Context: an optimization exercise on an open-source flow, tuned for small area and a short achievable clock period. The choices shown serve that exercise and are no tape-out recipe.
Function was checked by simulation only, so behaviour that the tests miss may differ from the original.
Power figures rest on the tool's default switching activity, not on a simulated workload.

run A:
Design alu, start of the top module:
module alu(FPUCLK, RST, A, B, CTRL, OUT);
  input FPUCLK, RST;
  input [31:0] A, B;
  input [2:0] CTRL;
  output [31:0] OUT;
  ...
For scale: about 21000 um^2 of cells after synthesis.
==> flow/config.mk <==
export PLATFORM = sky130hd
export DESIGN_NAME = alu
export DESIGN_NICKNAME = alu
export VERILOG_FILES = /design/flow/design.v
export SDC_FILE = /design/flow/constraint.sdc
export NUM_CORES = 4
export LEC_CHECK = 0
export CAP_MARGIN = 20
export CELL_PAD_IN_SITES_DETAIL_PLACEMENT = 1
export CORE_MARGIN = 2
export CORE_UTILIZATION = 35
export PLACE_DENSITY = 0.7
export SETUP_SLACK_MARGIN = 3.6
export SLEW_MARGIN = 20
export TNS_END_PERCENT = 5
==> flow/constraint.sdc <==
create_clock -name core_clock -period 7.0 [get_ports {FPUCLK}]
set_input_delay 1.4000 -clock core_clock [delete_from_list [all_inputs] [get_ports {FPUCLK}]]
set_output_delay 1.4000 -clock core_clock [all_outputs]
set_load 0.01 [all_outputs]
standard.sh (not shown) runs the stock make flow with config.mk's settings and CLKGATE_MAP_FILE= SYNTH_SCRIPT=/design/flow/synth_recipe.tcl, a recipe that flattens the netlist after the stock synthesis.
==> flow/flow/run.sh <==
#!/bin/bash
set -euo pipefail
cd "$(dirname "$0")/.."
export BUFFER_PORTS_ARGS="-buffer_cell sky130_fd_sc_hd__buf_2"
export SYNTH_ARGS="-noabc"
bash standard.sh > standard_flow.log 2>&1
Run A completed end to end with timing, DRC and antenna clean.
Here is what was changed in the inputs of run B compared with run A.
Settings: swapping 3.6 for 5 in SETUP_SLACK_MARGIN; clearing PLACE_DENSITY, which used to be 0.7.
Notes after the runs:
Multi-input gate share of total cell area in run B vs run A: down 1.3 points
Between run A and run B, the flow reports combinational power increasing by more than 10%.
Delta (run B minus run A): register area now sits higher; flip-flop and latch share of the layout cell area now sits lower; achievable frequency now sits higher; sequential cell fraction of total power now sits lower; number of standard-cell rows in the floorplan now sits at about the same level.
The lower total routed wirelength of run B and run A is in run B.
Run A → run B: total net switching power up about 3%; worst path setup slack after routing up 0.20 ns.
The inputs of run C differ from those of run B as listed below.
Settings: an added CTS_CLUSTER_DIAMETER of 80; an added CTS_CLUSTER_SIZE of 30; a change of SETUP_SLACK_MARGIN from 5 to 3.6.
Results
Count of cells along the worst register-to-register path of run C is on par with run B.
Run C vs. run B: global-route usage went down by 0.76 points, peak ir drop on the vdd network went up by 2.5%, final-stage net count went down by 3.5%, final design instance area without fill went down by 7.4%.
Taking run B as the reference, in run C maximum frequency went down about 2.3%; non-filler instance count after layout went down; setup slack went down 0.081 ns; utilization down 3.2 points.
Compared with run B, run C shows post-cts sizing count lower by 24%.
Inputs modified between run C and run D:
Settings: clearing CTS_CLUSTER_SIZE, which used to be 30; swapping 5 for 0 in TNS_END_PERCENT; clearing CTS_CLUSTER_DIAMETER, which used to be 80.
### Flow results
Summary — clock network power, run D relative to run C: higher, by 26%.
Run D — utilization 0.37 points higher, run C as reference
The run showing the smaller proportion of power drawn by combinational gates is run D.
Comparing run D and run C, the higher met3 layer usage reported by global route was measured on run D.
Diff run C -> run D: slew at the pin closest to its max-slew limit closely matched the old numbers, wire length of the first global-routing pass increased by 500 um relative to the old numbers, number of global-route vias before repair increased by 218 relative to the old numbers.
ma[16] as the timing startpoint of the critical path was reported by run C, and ma[18] by run D.
Summary of run D over run C: post-route fraction of the period consumed by the critical path went down; shortest period the worst path allows -0.047 ns; fmax now sits higher; sequential share of cell area went down.


## old
alu again, from the RTL that the note above started with.
==> flow/config.mk <==
export PLATFORM = sky130hd
export DESIGN_NAME = alu
export DESIGN_NICKNAME = alu
export VERILOG_FILES = /design/flow/design.v
export SDC_FILE = /design/flow/constraint.sdc
export NUM_CORES = 4
export LEC_CHECK = 0
export CAP_MARGIN = 20
export CELL_PAD_IN_SITES_DETAIL_PLACEMENT = 1
export CORE_MARGIN = 2
export CORE_UTILIZATION = 35
export SETUP_SLACK_MARGIN = 4
export SLEW_MARGIN = 20
export TNS_END_PERCENT = 20
==> flow/constraint.sdc <==
create_clock -name core_clock -period 7.0 [get_ports {FPUCLK}]
set_input_delay 1.4000 -clock core_clock [delete_from_list [all_inputs] [get_ports {FPUCLK}]]
set_output_delay 1.4000 -clock core_clock [all_outputs]
set_load 0.01 [all_outputs]
Scripts as last shown in full above: flow/flow/run.sh
old | stages: all done | timing, DRC, antenna: all pass
> inputs changed (old -> new)
# old
export LEC_CHECK = 0
export CAP_MARGIN = 20
export CELL_PAD_IN_SITES_DETAIL_PLACEMENT = 1
export CORE_MARGIN = 2
export CORE_UTILIZATION = 35
export SETUP_SLACK_MARGIN = 4
export SLEW_MARGIN = 20
export TNS_END_PERCENT = 20
create_clock -name core_clock -period 7.0 [get_ports {FPUCLK}]
# new
export LEC_CHECK = 0
export CAP_MARGIN = 20
export CELL_PAD_IN_SITES_DETAIL_PLACEMENT = 0
export CORE_MARGIN = 2
export CORE_UTILIZATION = 35
export SETUP_SLACK_MARGIN = 3.6
export SLEW_MARGIN = 20
export TNS_END_PERCENT = 5
create_clock -name core_clock -period 7.0 [get_ports {FPUCLK}]
[summary]
Relative to old, total power density per cell area has decreased by 3.8% in new. Comparing final cell count for new and old, the bigger number came from old. Going from old to new, final HPWL from detailed placement went down by 8.7%, utilization decreased by 1.6 points relative to the old numbers, via count shows a reduction of 1,017, non-clock buffer count fell 32.


== the reference run ==
alu again, from the RTL that the note above started with.
==> flow/design.v (excerpt) <==
module alu(FPUCLK, RST, A, B, CTRL, OUT);
  input FPUCLK, RST;
  input [31:0] A, B;
  input [2:0] CTRL;
  output [31:0] OUT;
  ...
Settings: LEC_CHECK=0, CAP_MARGIN=20, CELL_PAD_IN_SITES_DETAIL_PLACEMENT=1, CORE_MARGIN=2, CORE_UTILIZATION=35, SETUP_SLACK_MARGIN=4, SLEW_MARGIN=20, TNS_END_PERCENT=5; clock period 7.0 ns.
Scripts as last shown in full above: flow/flow/run.sh
--- input diff the reference run..the trial run ---
- swapping 4 for 3.6 in SETUP_SLACK_MARGIN
--- outcome ---
[compare] base=the reference run new=the trial run: via total after detailed routing essentially unchanged, number of H-tree levels essentially unchanged, total wire length after detailed routing increased about 2%.
When the trial run is measured against the reference run, its total CTS buffers turns out about 3.3% lower.
Switching share of power: higher on the trial run
The trial run — share of final layout cell area taken by clock buffers and inverters 0.46 points lower, the reference run as reference
Highest cell delay on the worst timing path (the trial run over the reference run): increase, 30 ps
The trial run and the reference run ended up with roughly the same setup slack.
The reference run → the trial run: power shrank by 5.5%, core occupancy in the finished layout shrank by 0.24 points, fraction of the cycle the final worst path needs about even.


main:
Starting RTL as in the previous note.
==> flow/config.mk <==
export PLATFORM = sky130hd
export DESIGN_NAME = alu
export DESIGN_NICKNAME = alu
export VERILOG_FILES = /design/flow/design.v
export SDC_FILE = /design/flow/constraint.sdc
export NUM_CORES = 4
export LEC_CHECK = 0
export CAP_MARGIN = 20
export CELL_PAD_IN_SITES_DETAIL_PLACEMENT = 1
export CORE_MARGIN = 2
export CORE_UTILIZATION = 35
export SETUP_SLACK_MARGIN = 3.6
export SLEW_MARGIN = 20
export TNS_END_PERCENT = 2
==> flow/constraint.sdc <==
create_clock -name core_clock -period 7.0 [get_ports {FPUCLK}]
set_input_delay 1.4000 -clock core_clock [delete_from_list [all_inputs] [get_ports {FPUCLK}]]
set_output_delay 1.4000 -clock core_clock [all_outputs]
set_load 0.01 [all_outputs]
Scripts as last shown in full above: flow/flow/run.sh
main went all the way through synthesis, placement and routing and the layout is clean on timing, DRC and antenna.
For the feature branch, these inputs were changed with respect to main:
Settings: a change of SETUP_SLACK_MARGIN from 3.6 to 4; a change of TNS_END_PERCENT from 2 to 5.
-- flow/flow/run.sh --
<<< main, line 5
export SYNTH_ARGS="-noabc"
>>> the feature branch, line 5
### Flow results
- The final reports for the feature branch and main show area added between synthesis and finish higher in the former.
- From main to the feature branch the numbers moved as follows: total power about even, synthesized area up 0.62%, final period utilization went up 2.4 points, combinational fraction of design power shrank by 0.8 points, worst setup slack before clock tree synthesis went down.
- main → the feature branch: core region area up 220 um^2, height of the chip up about 0.3%.
- The feature branch: core utilization 1.2 points above main
- Cmp the feature branch vs main: post-synthesis cell count higher in the feature branch

[static timing again, ports no longer ideal]
The results above use ideal ports. As a check the final layouts listed here were re-extracted and re-timed, cells and wires unchanged.
Step 1 sets driving cells, clkbuf_16 on the clock port and buf_2 on the other inputs (assumed; they add their load-dependent delay and slew).
Step 2 times the ports against the registers' clock, not the clock port: input delays grow and output delays shrink by t, the midpoint of the rising clock arrivals with the driver on.
a / b / c = ideal ports / drivers / drivers and shift; a / b = the first two.
run	shift t [ns]	setup WS [ns]	worst hold slack (ns)	latest minus earliest clock arrival (ns)	pins driven straight from the clock port
run A	0.625	3.348 / 3.348 / 2.862	0.326 / 0.326 / 0.326	0.016 / 0.016	1
run B	0.621	3.546 / 3.546 / 3.327	0.328 / 0.328 / 0.328	0.022 / 0.022	1
run C	0.585	3.465 / 3.465 / 2.974	0.325 / 0.325 / 0.325	0.027 / 0.027	1
run D	0.618	3.512 / 3.512 / 2.941	0.323 / 0.323 / 0.323	0.016 / 0.016	1
old	0.621	3.503 / 3.503 / 3.274	0.321 / 0.321 / 0.321	0.033 / 0.032	1
new	0.620	3.492 / 3.492 / 2.968	0.324 / 0.324 / 0.324	0.026 / 0.026	1
the reference run	0.623	3.539 / 3.539 / 2.958	0.323 / 0.323 / 0.323	0.019 / 0.019	1
the trial run	0.617	3.541 / 3.541 / 2.983	0.322 / 0.322 / 0.322	0.015 / 0.016	1
main	0.618	3.512 / 3.512 / 2.941	0.323 / 0.323 / 0.323	0.016 / 0.016	1
the feature branch	0.647	3.343 / 3.343 / 2.791	0.321 / 0.321 / 0.321	0.014 / 0.014	1
After both steps setup and hold are still met in every run listed. The setup slack of the reference run, which loses most, moves by 0.000 ns with the drivers and by -0.581 ns with both steps.
